From an optimization exercise on the open Yosys and OpenROAD flow, aimed at small area, a short achievable clock period and few clock cycles per item; shortcuts taken in it are not production practice.
Only simulation tests tie the RTL to the original design; equivalence was not proved.
No activity file was given, so power comes from the tool's default toggle rates.

## amber
==> flow/design.v (excerpt) <==
module fir_wrapper (
    input           wb_clk_i,
    input           wb_rst_i,
    input           wbs_stb_i,
    input           wbs_cyc_i,
    input           wbs_we_i,
    input   [3:0]   wbs_sel_i,
    input  [31:0]   wbs_dat_i,
    input  [31:0]   wbs_adr_i,
    output          wbs_ack_o,
    output [31:0]   wbs_dat_o
);
clock: 10.0 ns
lec_check: 0
cap_margin: 20
core_margin: 2
core_utilization: 50
slew_margin: 20
synth_hierarchical: 1
synth_minimum_keep_size: 0
setup_slack_margin: 6.0
standard.sh (not shown) runs the stock make flow with config.mk's settings and CLKGATE_MAP_FILE= SYNTH_SCRIPT=/design/flow/synth_recipe.tcl, a recipe that flattens the netlist after the stock synthesis.
==> flow/flow/run.sh <==
#!/bin/bash
set -e
cp standard.sh standard.sh.log
cp config.mk config.mk.orig.log
echo "export SETUP_SLACK_MARGIN = 6.0" >> config.mk
bash standard.sh > standard.log 2>&1
Testbench counts of amber, summed over its fixed seeds: cycles 5,120, items 1,280.
#### Input delta (fjord over amber)
- SETUP_SLACK_MARGIN now 6.5, was 6.0
- CORE_UTILIZATION now 60, was 50
- CTS_CLUSTER_SIZE now 30, previously not set
==> flow/flow/run.sh <==
#!/bin/bash
set -e
cp standard.sh standard.sh.log
cp config.mk config.mk.orig.log
echo "export SETUP_SLACK_MARGIN = 6.5" >> config.mk
bash standard.sh > standard.log 2>&1
## What came out
Every stage of the flow completed for fjord, and the final layout passed the timing, DRC and antenna checks. Power: fjord vs amber up 0.046 mW. Worst path setup slack after routing: fjord vs amber up 420 ps. fjord vs amber: filler cell count in the final layout down in fjord. The register share of the cell area reported for fjord is smaller than that of amber by 0.64 points.

* * *

Another version of the RTL of fir_wrapper (not shown whole).
For scale: roughly 4900 cells after synthesis, ~110 I/O pins, ~57000 um2 of cells after synthesis.
Settings: LEC_CHECK=0, CAP_MARGIN=20, CORE_MARGIN=2, CORE_UTILIZATION=70, CTS_CLUSTER_SIZE=30, SLEW_MARGIN=20, SYNTH_HIERARCHICAL=1, SYNTH_MINIMUM_KEEP_SIZE=0, SETUP_SLACK_MARGIN=6.65; clock period 10.0 ns.
==> flow/flow/run.sh <==
#!/bin/bash
set -e
cp standard.sh standard.sh.log
cp config.mk config.mk.orig.log
echo "export SETUP_SLACK_MARGIN = 6.65" >> config.mk
bash standard.sh > standard.log 2>&1
The baseline completed without violations.
Testbench counts at the start, summed over its fixed seeds: cycles 5,120, items 1,280.
Rerun with:
==> flow/flow/run.sh (replaced) <==
#!/bin/bash
set -e
cp standard.sh standard.sh.log
cp config.mk config.mk.orig.log
echo "export SETUP_SLACK_MARGIN = 6.5" >> config.mk
bash standard.sh MATCH_CELL_FOOTPRINT=0 finish > standard.log 2>&1
--- a/flow/config.mk
+++ b/flow/config.mk
@@ -8,8 +8,8 @@
 export CAP_MARGIN = 20
 export CORE_MARGIN = 2
-export CORE_UTILIZATION = 70
+export CORE_UTILIZATION = 60
 export CTS_CLUSTER_SIZE = 30
 export SLEW_MARGIN = 20
 export SYNTH_HIERARCHICAL = 1
 export SYNTH_MINIMUM_KEEP_SIZE = 0
-export SETUP_SLACK_MARGIN = 6.65
+export SETUP_SLACK_MARGIN = 6.5
What happened: Clock skew drops by 0.0032 ns. Worst setup slack degrades by 0.066 ns. Via count shrinks by a few percent. Critical path depth drops by 5. Routed wire length decreases by a few percent. Register-to-register slack is worse by 0.02 ns. Area after synthesis is unchanged. Clock-buffer cell count rises by 10. Hold slack is better by 0.0040 ns. Non-clock buffer count falls by 60. Global-route usage drops by 6.9 points.
Rerun with:
==> flow/flow/run.sh (replaced) <==
#!/bin/bash
set -e
cp standard.sh standard.sh.log
cp config.mk config.mk.orig.log
echo "export SETUP_SLACK_MARGIN = 6.55" >> config.mk
bash standard.sh > standard.log 2>&1
--- a/flow/config.mk
+++ b/flow/config.mk
@@ -8,8 +8,8 @@
 export CAP_MARGIN = 20
 export CORE_MARGIN = 2
-export CORE_UTILIZATION = 60
+export CORE_UTILIZATION = 65
 export CTS_CLUSTER_SIZE = 30
 export SLEW_MARGIN = 20
 export SYNTH_HIERARCHICAL = 1
 export SYNTH_MINIMUM_KEEP_SIZE = 0
-export SETUP_SLACK_MARGIN = 6.5
+export SETUP_SLACK_MARGIN = 6.55
Effect:
- The changed run finished with timing, DRC and antenna clean
- worst setup slack improves by 0.055 ns
- final area goes up by 0.78%
- count of clock-buffer cells in the layout decreases by 20
- synthesized cell count does not change
- sequential share of layout area drops by 0.26 points
- total power hardly moves

* * *

fir_wrapper again, from the RTL that the note above started with.
## fir_wrapper
module fir_wrapper (
    input           wb_clk_i,
    input           wb_rst_i,
    input           wbs_stb_i,
    input           wbs_cyc_i,
    input           wbs_we_i,
    input   [3:0]   wbs_sel_i,
    input  [31:0]   wbs_dat_i,
    input  [31:0]   wbs_adr_i,
    output          wbs_ack_o,
    output [31:0]   wbs_dat_o
);
clock: 10.0 ns
lec_check: 0
cap_margin: 20
core_margin: 2
core_utilization: 60
cts_cluster_size: 30
slew_margin: 20
synth_hierarchical: 1
synth_minimum_keep_size: 0
setup_slack_margin: 6.5
==> flow/flow/run.sh <==
#!/bin/bash
set -e
cp standard.sh standard.sh.log
cp config.mk config.mk.orig.log
echo "export SETUP_SLACK_MARGIN = 6.5" >> config.mk
bash standard.sh > standard.log 2>&1
The first run ran to the end with no violations.
Testbench counts at the start, summed over its fixed seeds: cycles 5,120, items 1,280.
Change:
--- a/flow/config.mk
+++ b/flow/config.mk
@@ -9,4 +9,5 @@
 export CORE_MARGIN = 2
-export CORE_UTILIZATION = 60
-export CTS_CLUSTER_SIZE = 30
+export CORE_UTILIZATION = 70
+export CTS_CLUSTER_DIAMETER = 60
+export CTS_CLUSTER_SIZE = 40
 export SLEW_MARGIN = 20
Wire length goes down by 6.2%.
Synthesized cell count stays the same.
Final area falls by 1.9%.

==> afterwards: timing with drivers on the ports <==
The flow's constraints put no driver on any port. The routed layouts listed below were extracted and timed again, unchanged, in two steps. Step 1 assumes that a clkbuf_16 drives the clock port and a buf_2 every other input. Step 2 times the ports against the registers' clock, not the clock port: input delays grow and output delays shrink by t, the midpoint of the rising clock arrivals with the driver on. Three values: no drivers, after step 1, after step 2; two values: the first two.
| run | shift t [ns] | setup slack, ns | worst data-port slew with drivers (ns) |
|---|---|---|---|
| amber | 0.776 | 6.047 / 6.028 / 5.729 | 0.19 |
| fjord | 0.790 | 6.465 / 6.439 / 5.831 | 0.14 |
| the first run of note 2 | 0.771 | 6.470 / 6.417 / 6.187 | 0.16 |
| the second run of note 2 | 0.777 | 6.405 / 6.328 / 5.974 | 0.14 |
| the third run of note 2 | 0.779 | 6.459 / 6.385 / 6.030 | 0.15 |
| the first run of note 3 | 0.774 | 6.493 / 6.456 / 5.921 | 0.13 |
| the second run of note 3 | 0.742 | 6.408 / 6.341 / 5.996 | 0.15 |
After both steps every run listed still meets setup and hold. For fjord, which loses most, drivers alone change the setup slack by -0.026 ns; drivers and shift together by -0.634 ns.
